This design comes from an exercise in tuning for small area, a short achievable clock period and few clock cycles per item on the open sky130 flow, not from production work. Where RTL was checked, it was by simulation tests only, not by an equivalence proof against the original. Power and IR drop assume default switching activity.

## JAM
module JAM (
input CLK,
input RST,
output reg [2:0] W,
output reg [2:0] J,
input [6:0] Cost,
output [3:0] MatchCount,
output reg [9:0] MinCost,
output reg Valid );
localparam K_NONE = 3'd0, K_CR = 3'd1, K_INIT = 3'd2, K_H = 3'd3, K_SCAN = 3'd4, K_EXT = 3'd5;
localparam S_CR = 0, S_WCR = 1, S_INIT = 2, S_WROW = 3, S_HB = 4, S_SCAN = 5,
           S_EXT = 6, S_WEXT = 7, S_RY = 8, S_RYW = 9, S_RYW2 = 10, S_DONE = 11;
function [3:0] mul16;
    input [3:0] a, b;
    reg [7:0] t;
    begin
        t = a * b;
        mul16 = t[3:0];
    end
endfunction
function [7:0] lowbit;
    input [7:0] x;
    integer m;
    reg seen;
    begin
        seen = 1'b0;
        for (m = 0; m < 8; m = m + 1) begin
            lowbit[m] = x[m] & ~seen;
            seen = seen | x[m];
        end
    end
endfunction
function [2:0] low3;
    input [7:0] x;
    integer m;
    begin
        low3 = 3'd0;
        for (m = 7; m >= 0; m = m - 1)
            if (x[m]) low3 = m;
    end
endfunction
  ...
Size in the first run: roughly 2,700 cells after synthesis, roughly 500 flip-flops, about 28,000 um2 of cells after synthesis.
export LEC_CHECK = 0
export CAP_MARGIN = 20
export CORE_MARGIN = 2
export CORE_UTILIZATION = 70
export SETUP_SLACK_MARGIN = 2.2
export SLEW_MARGIN = 20
export TNS_END_PERCENT = 10
create_clock -name core_clock -period 5.0 [get_ports {CLK}]
run.sh (not shown) runs the stock make flow with config.mk's settings and CLKGATE_MAP_FILE= SYNTH_SCRIPT=/design/flow/synth_recipe.tcl, a recipe that flattens the netlist after the stock synthesis.
The first run passed the timing, DRC and antenna checks.
Testbench counts at the start, summed over its fixed seeds: cycles 5,819, items 24.
Next try:
--- a/flow/design.v
+++ b/flow/design.v
@@ -83,14 +83,16 @@
 wire       take = bfirst || (is_scan && !lt ? k2 : k1);
 wire [7:0] cv = is_scan && !lt ? dB : cs[7:0];
 wire [7:0] fv = take ? cv : rv;
 wire       ftb = take ? ctb : rtb;
 wire [2:0] cidx = is_cr ? bi : bj;
 wire [2:0] fidx = take ? cidx : rj;
 wire [7:0] ohj = 8'd1 << bj;
+wire [7:0] ohc = 8'd1 << cidx;
+wire [7:0] ohr = 8'd1 << rj;
 wire       ceq = cs[7:0] == rv;
 wire [7:0] fmask = (bfirst || k1) ? ohj : ceq ? (rmask | ohj) : rmask;
 wire [3:0] fcnt = (bfirst || k1) ? 4'd1 : ceq ? rcnt + 4'd1 : rcnt;
 wire       decide = ev && st[S_WROW];
 wire       dec_free = decide && !jst_m;
 wire       dec_exp = decide && jst_m;
 wire       start_next = (ev && st[S_WCR]) || dec_free;
@@ -140,31 +142,33 @@
         rb[k] = rs[k] - {3'b000, cu[k]};
     end
 end
 always @(posedge CLK) begin
     pp0 <= {mul16(ra[0], ra[1]), mul16(ra[2], ra[3]), mul16(ra[4], ra[5]), mul16(ra[6], ra[7])};
     pp1 <= {mul16(rb[0], rb[1]), mul16(rb[2], rb[3]), mul16(rb[4], rb[5]), mul16(rb[6], rb[7])};
 end
-wire [3:0] prod0 = mul16(mul16(pp0[15:12], pp0[11:8]), mul16(pp0[7:4], pp0[3:0]));
-wire [3:0] prod1 = mul16(mul16(pp1[15:12], pp1[11:8]), mul16(pp1[7:4], pp1[3:0]));
-reg  [3:0] q0, q1;
+reg  [7:0] q0, q1;
 reg        par2, s2v;
 always @(posedge CLK) begin
-    q0 <= prod0; q1 <= pv1 ? prod1 : 4'd0; par2 <= par1;
-end
-wire [3:0] tsum = par2 ? q1 - q0 : q0 - q1;
+    q0 <= {mul16(pp0[15:12], pp0[11:8]), mul16(pp0[7:4], pp0[3:0])};
+    q1 <= pv1 ? {mul16(pp1[15:12], pp1[11:8]), mul16(pp1[7:4], pp1[3:0])} : 8'd0;
+    par2 <= par1;
+end
+wire [3:0] prod0 = mul16(q0[7:4], q0[3:0]);
+wire [3:0] prod1 = mul16(q1[7:4], q1[3:0]);
+wire [3:0] tsum = par2 ? prod1 - prod0 : prod0 - prod1;
 always @(posedge CLK or posedge RST) begin
     if (RST) begin
         st <= 12'd1 << S_CR; W <= 3'd0; J <= 3'd0; ak <= K_CR; afirst <= 1'b1; alast <= 1'b0;
         off <= 8'd0; corr <= 10'd0; bk <= K_NONE; ev <= 1'b0; accf <= 1'b0; dfd <= 1'b0;
         rowasg <= 8'd0; aug_on <= 1'b0; s1v <= 1'b0; s2v <= 1'b0; Valid <= 1'b0; MinCost <= 10'd0; vo <= 8'd1;
     end else begin
         bk <= ak;
         ev <= blast && ((is_cr && bj == 3'd7) || is_init || is_scan || (is_ext && bi == 3'd7));
-        if (blast && (is_init || is_scan)) vo <= ftb ? (8'd1 << fidx) : 8'd1;
+        if (blast && (is_init || is_scan)) vo <= take ? (ctb ? ohc : 8'd1) : (rtb ? ohr : 8'd1);
         accf <= blast && is_cr;
         dfd <= dec_free;
         if (accf || dfd) MinCost <= MinCost + {2'b00, rv};
         if (accf && !rtb) rowasg[rj] <= 1'b1;
         if (dec_free) aug_on <= 1'b1;
         else if (aug_on) aug_on <= wset[aug_j];
         s1v <= st[S_RY];
The new run ran to the end with no violations.
Power rose by about 1.6%.
Cell area fell by 0.69%.
Cell count fell by about 1.3%.
Fmax fell by about 0.6%.
Sequential power rose by about 1%.
Setup slack got worse by 0.018 ns.
Synthesized area stays flat.
Hold slack improved by 0.0062 ns.
Function not checked in the second run of this note: the RTL went through the layout flow alone.

* * *

Setup of middle:
JAM with an RTL version that a note above also has.
Size: roughly 2700 cells after synthesis, roughly 510 flip-flops, roughly 30 I/O pins.
==> flow/design.v (excerpt) <==
module JAM (
input CLK,
input RST,
output reg [2:0] W,
output reg [2:0] J,
input [6:0] Cost,
output [3:0] MatchCount,
output reg [9:0] MinCost,
output reg Valid );
localparam K_NONE = 3'd0, K_CR = 3'd1, K_INIT = 3'd2, K_H = 3'd3, K_SCAN = 3'd4, K_EXT = 3'd5;
localparam S_CR = 0, S_WCR = 1, S_INIT = 2, S_WROW = 3, S_HB = 4, S_SCAN = 5,
           S_EXT = 6, S_WEXT = 7, S_RY = 8, S_RYW = 9, S_RYW2 = 10, S_DONE = 11;
function [3:0] mul16;
    input [3:0] a, b;
    reg [7:0] t;
    begin
        t = a * b;
        mul16 = t[3:0];
    end
endfunction
function [7:0] lowbit;
    input [7:0] x;
    integer m;
    reg seen;
    begin
        seen = 1'b0;
        for (m = 0; m < 8; m = m + 1) begin
            lowbit[m] = x[m] & ~seen;
            seen = seen | x[m];
        end
    end
endfunction
function [2:0] low3;
    input [7:0] x;
    integer m;
    begin
        low3 = 3'd0;
        for (m = 7; m >= 0; m = m - 1)
            if (x[m]) low3 = m;
    end
endfunction
reg [11:0] st;
reg [2:0] ak;           
reg       afirst, alast;
reg [7:0] off;          
reg [9:0] corr;         
reg       fsc;          
reg [2:0] bk;           
reg       ev;           
reg       accf, dfd;    
reg [7:0] rowasg;       
reg       aug_on;
reg       s1v;
reg [7:0] vo;           
reg [2:0] bi, bj;
reg       bfirst, blast;
reg [8:0] cs;           
reg [7:0] dA, dB;       
reg [7:0] v [0:7];      
reg [7:0] d [0:7];      
reg [2:0] prow [0:7];   
reg [7:0] pval;         
reg [2:0] way [0:7];    
reg [7:0] wset;         
reg [7:0] ready;
reg [7:0] rv; reg rtb; reg [2:0] rj; reg [7:0] rmask; reg [3:0] rcnt;
reg [7:0] mu; reg [2:0] jst; reg jst_m;
reg [2:0] cbj;           
reg       fresh;        
reg [2:0] row_cur, aug_row, aug_j;
reg [7:0] pend;
reg [7:0] Fm;           
reg [3:0] rs [0:7];     
reg [7:0] Gp, Xg, B, cr, cu;
reg       fin, par;
reg [3:0] racc;
assign MatchCount = racc;
wire is_cr = bk == K_CR, is_init = bk == K_INIT, is_scan = bk == K_SCAN, is_ext = bk == K_EXT;
wire       ctb = is_cr ? (rowasg[bi] || (accf && !rtb && rj == bi)) : is_ext ? 1'b0 : pval[bj];
  ...
export LEC_CHECK = 0
export CAP_MARGIN = 20
export CORE_MARGIN = 2
export CORE_UTILIZATION = 70
export SETUP_SLACK_MARGIN = 2.3
export SLEW_MARGIN = 20
create_clock -name core_clock -period 5.0 [get_ports {CLK}]
For north, these inputs were changed with respect to middle:
diff --git a/flow/design.v b/flow/design.v
--- a/flow/design.v
+++ b/flow/design.v
@@ -81,20 +81,18 @@
 wire       k1 = {cs, ctb} < {1'b0, rv, rtb};
 wire       k2 = {dB, ctb} < {rv, rtb};
 wire       take = bfirst || (is_scan && !lt ? k2 : k1);
 wire [7:0] cv = is_scan && !lt ? dB : cs[7:0];
 wire [7:0] fv = take ? cv : rv;
 wire       ftb = take ? ctb : rtb;
 wire [2:0] cidx = is_cr ? bi : bj;
 wire [2:0] fidx = take ? cidx : rj;
 wire [7:0] ohj = 8'd1 << bj;
-wire [7:0] ohc = 8'd1 << cidx;
-wire [7:0] ohr = 8'd1 << rj;
 wire       ceq = cs[7:0] == rv;
 wire [7:0] fmask = (bfirst || k1) ? ohj : ceq ? (rmask | ohj) : rmask;
 wire [3:0] fcnt = (bfirst || k1) ? 4'd1 : ceq ? rcnt + 4'd1 : rcnt;
 wire       decide = ev && st[S_WROW];
 wire       dec_free = decide && !jst_m;
 wire       dec_exp = decide && jst_m;
 wire       start_next = (ev && st[S_WCR]) || dec_free;
 wire [7:0] rowasg_f = rowasg | ((accf && !rtb) ? (8'd1 << rj) : 8'd0);
 wire       any_todo = ~rowasg_f != 8'd0;
@@ -140,37 +138,35 @@
     for (k = 0; k < 8; k = k + 1) begin
         ra[k] = rs[k];
         rb[k] = rs[k] - {3'b000, cu[k]};
     end
 end
 always @(posedge CLK) begin
     pp0 <= {mul16(ra[0], ra[1]), mul16(ra[2], ra[3]), mul16(ra[4], ra[5]), mul16(ra[6], ra[7])};
     pp1 <= {mul16(rb[0], rb[1]), mul16(rb[2], rb[3]), mul16(rb[4], rb[5]), mul16(rb[6], rb[7])};
 end
-reg  [7:0] q0, q1;
+wire [3:0] prod0 = mul16(mul16(pp0[15:12], pp0[11:8]), mul16(pp0[7:4], pp0[3:0]));
+wire [3:0] prod1 = mul16(mul16(pp1[15:12], pp1[11:8]), mul16(pp1[7:4], pp1[3:0]));
+reg  [3:0] q0, q1;
 reg        par2, s2v;
 always @(posedge CLK) begin
-    q0 <= {mul16(pp0[15:12], pp0[11:8]), mul16(pp0[7:4], pp0[3:0])};
-    q1 <= pv1 ? {mul16(pp1[15:12], pp1[11:8]), mul16(pp1[7:4], pp1[3:0])} : 8'd0;
-    par2 <= par1;
-end
-wire [3:0] prod0 = mul16(q0[7:4], q0[3:0]);
-wire [3:0] prod1 = mul16(q1[7:4], q1[3:0]);
-wire [3:0] tsum = par2 ? prod1 - prod0 : prod0 - prod1;
+    q0 <= prod0; q1 <= pv1 ? prod1 : 4'd0; par2 <= par1;
+end
+wire [3:0] tsum = par2 ? q1 - q0 : q0 - q1;
 always @(posedge CLK or posedge RST) begin
     if (RST) begin
         st <= 12'd1 << S_CR; W <= 3'd0; J <= 3'd0; ak <= K_CR; afirst <= 1'b1; alast <= 1'b0;
         off <= 8'd0; corr <= 10'd0; bk <= K_NONE; ev <= 1'b0; accf <= 1'b0; dfd <= 1'b0;
         rowasg <= 8'd0; aug_on <= 1'b0; s1v <= 1'b0; s2v <= 1'b0; Valid <= 1'b0; MinCost <= 10'd0; vo <= 8'd1;
     end else begin
         bk <= ak;
         ev <= blast && ((is_cr && bj == 3'd7) || is_init || is_scan || (is_ext && bi == 3'd7));
-        if (blast && (is_init || is_scan)) vo <= take ? (ctb ? ohc : 8'd1) : (rtb ? ohr : 8'd1);
+        if (blast && (is_init || is_scan)) vo <= ftb ? (8'd1 << fidx) : 8'd1;
         accf <= blast && is_cr;
         dfd <= dec_free;
         if (accf || dfd) MinCost <= MinCost + {2'b00, rv};
         if (accf && !rtb) rowasg[rj] <= 1'b1;
         if (dec_free) aug_on <= 1'b1;
         else if (aug_on) aug_on <= wset[aug_j];
         s1v <= st[S_RY];
         s2v <= s1v;
         off <= vv; corr <= cnew;
Notes after the runs:
- In summary, north completed successfully, with a layout that passed the timing, DRC and antenna checks.
- Of north and middle, it is north that has the higher global-route wire length before repair.
- In the flow results for north and middle, the last weighted congestion value of the routability-driven placer is smaller on middle.
- [compare] base=middle new=north: net switching fraction of the power went up 0.71 points; upper clock frequency limit went up about 9%; worst hold slack went up 13 ps.
- Changes observed in north relative to middle: post-synthesis average cell area decreased by 1.1% relative to the old numbers; power consumption has decreased; compound-cell area share of the yosys netlist went up 1.0 points; core utilization decreased 0.92 points.
- Any difference in die area between middle and north is small enough to ignore.
Testbench counts of north, summed over its fixed seeds: cycles 5,819, items 24.
The RTL of middle was laid out without a check of its function.

[re-timing with driven ports]
The results above use ideal ports. As a check the final layouts listed here were re-extracted and re-timed, cells and wires unchanged. Step 1 (the two cells are an assumption about what drives the block):
set clk [get_ports {CLK}]
set_driving_cell -lib_cell sky130_fd_sc_hd__clkbuf_16 $clk
set_driving_cell -lib_cell sky130_fd_sc_hd__buf_2 [delete_from_list [all_inputs] $clk]
Step 2 also shifts input and output timing later by t, the mid clock arrival at the registers, as if the neighbouring blocks saw the same clock. Three values: ideal, step 1, step 2; two values: the first two.
run | t, ns | setup WS [ns] | latest minus earliest clock arrival (ns)
the first run of note 1 | 0.661 | 2.034 / 2.034 / 1.564 | 0.029 / 0.029
the second run of note 1 | 0.669 | 2.016 / 2.016 / 1.524 | 0.031 / 0.031
middle | 0.680 | 1.825 / 1.825 / 1.687 | 0.029 / 0.029
north | 0.669 | 2.083 / 2.083 / 1.516 | 0.032 / 0.032
After both steps every run listed still meets setup and hold. For north, which loses most, drivers alone change the setup slack by 0.000 ns; drivers and shift together by -0.567 ns.
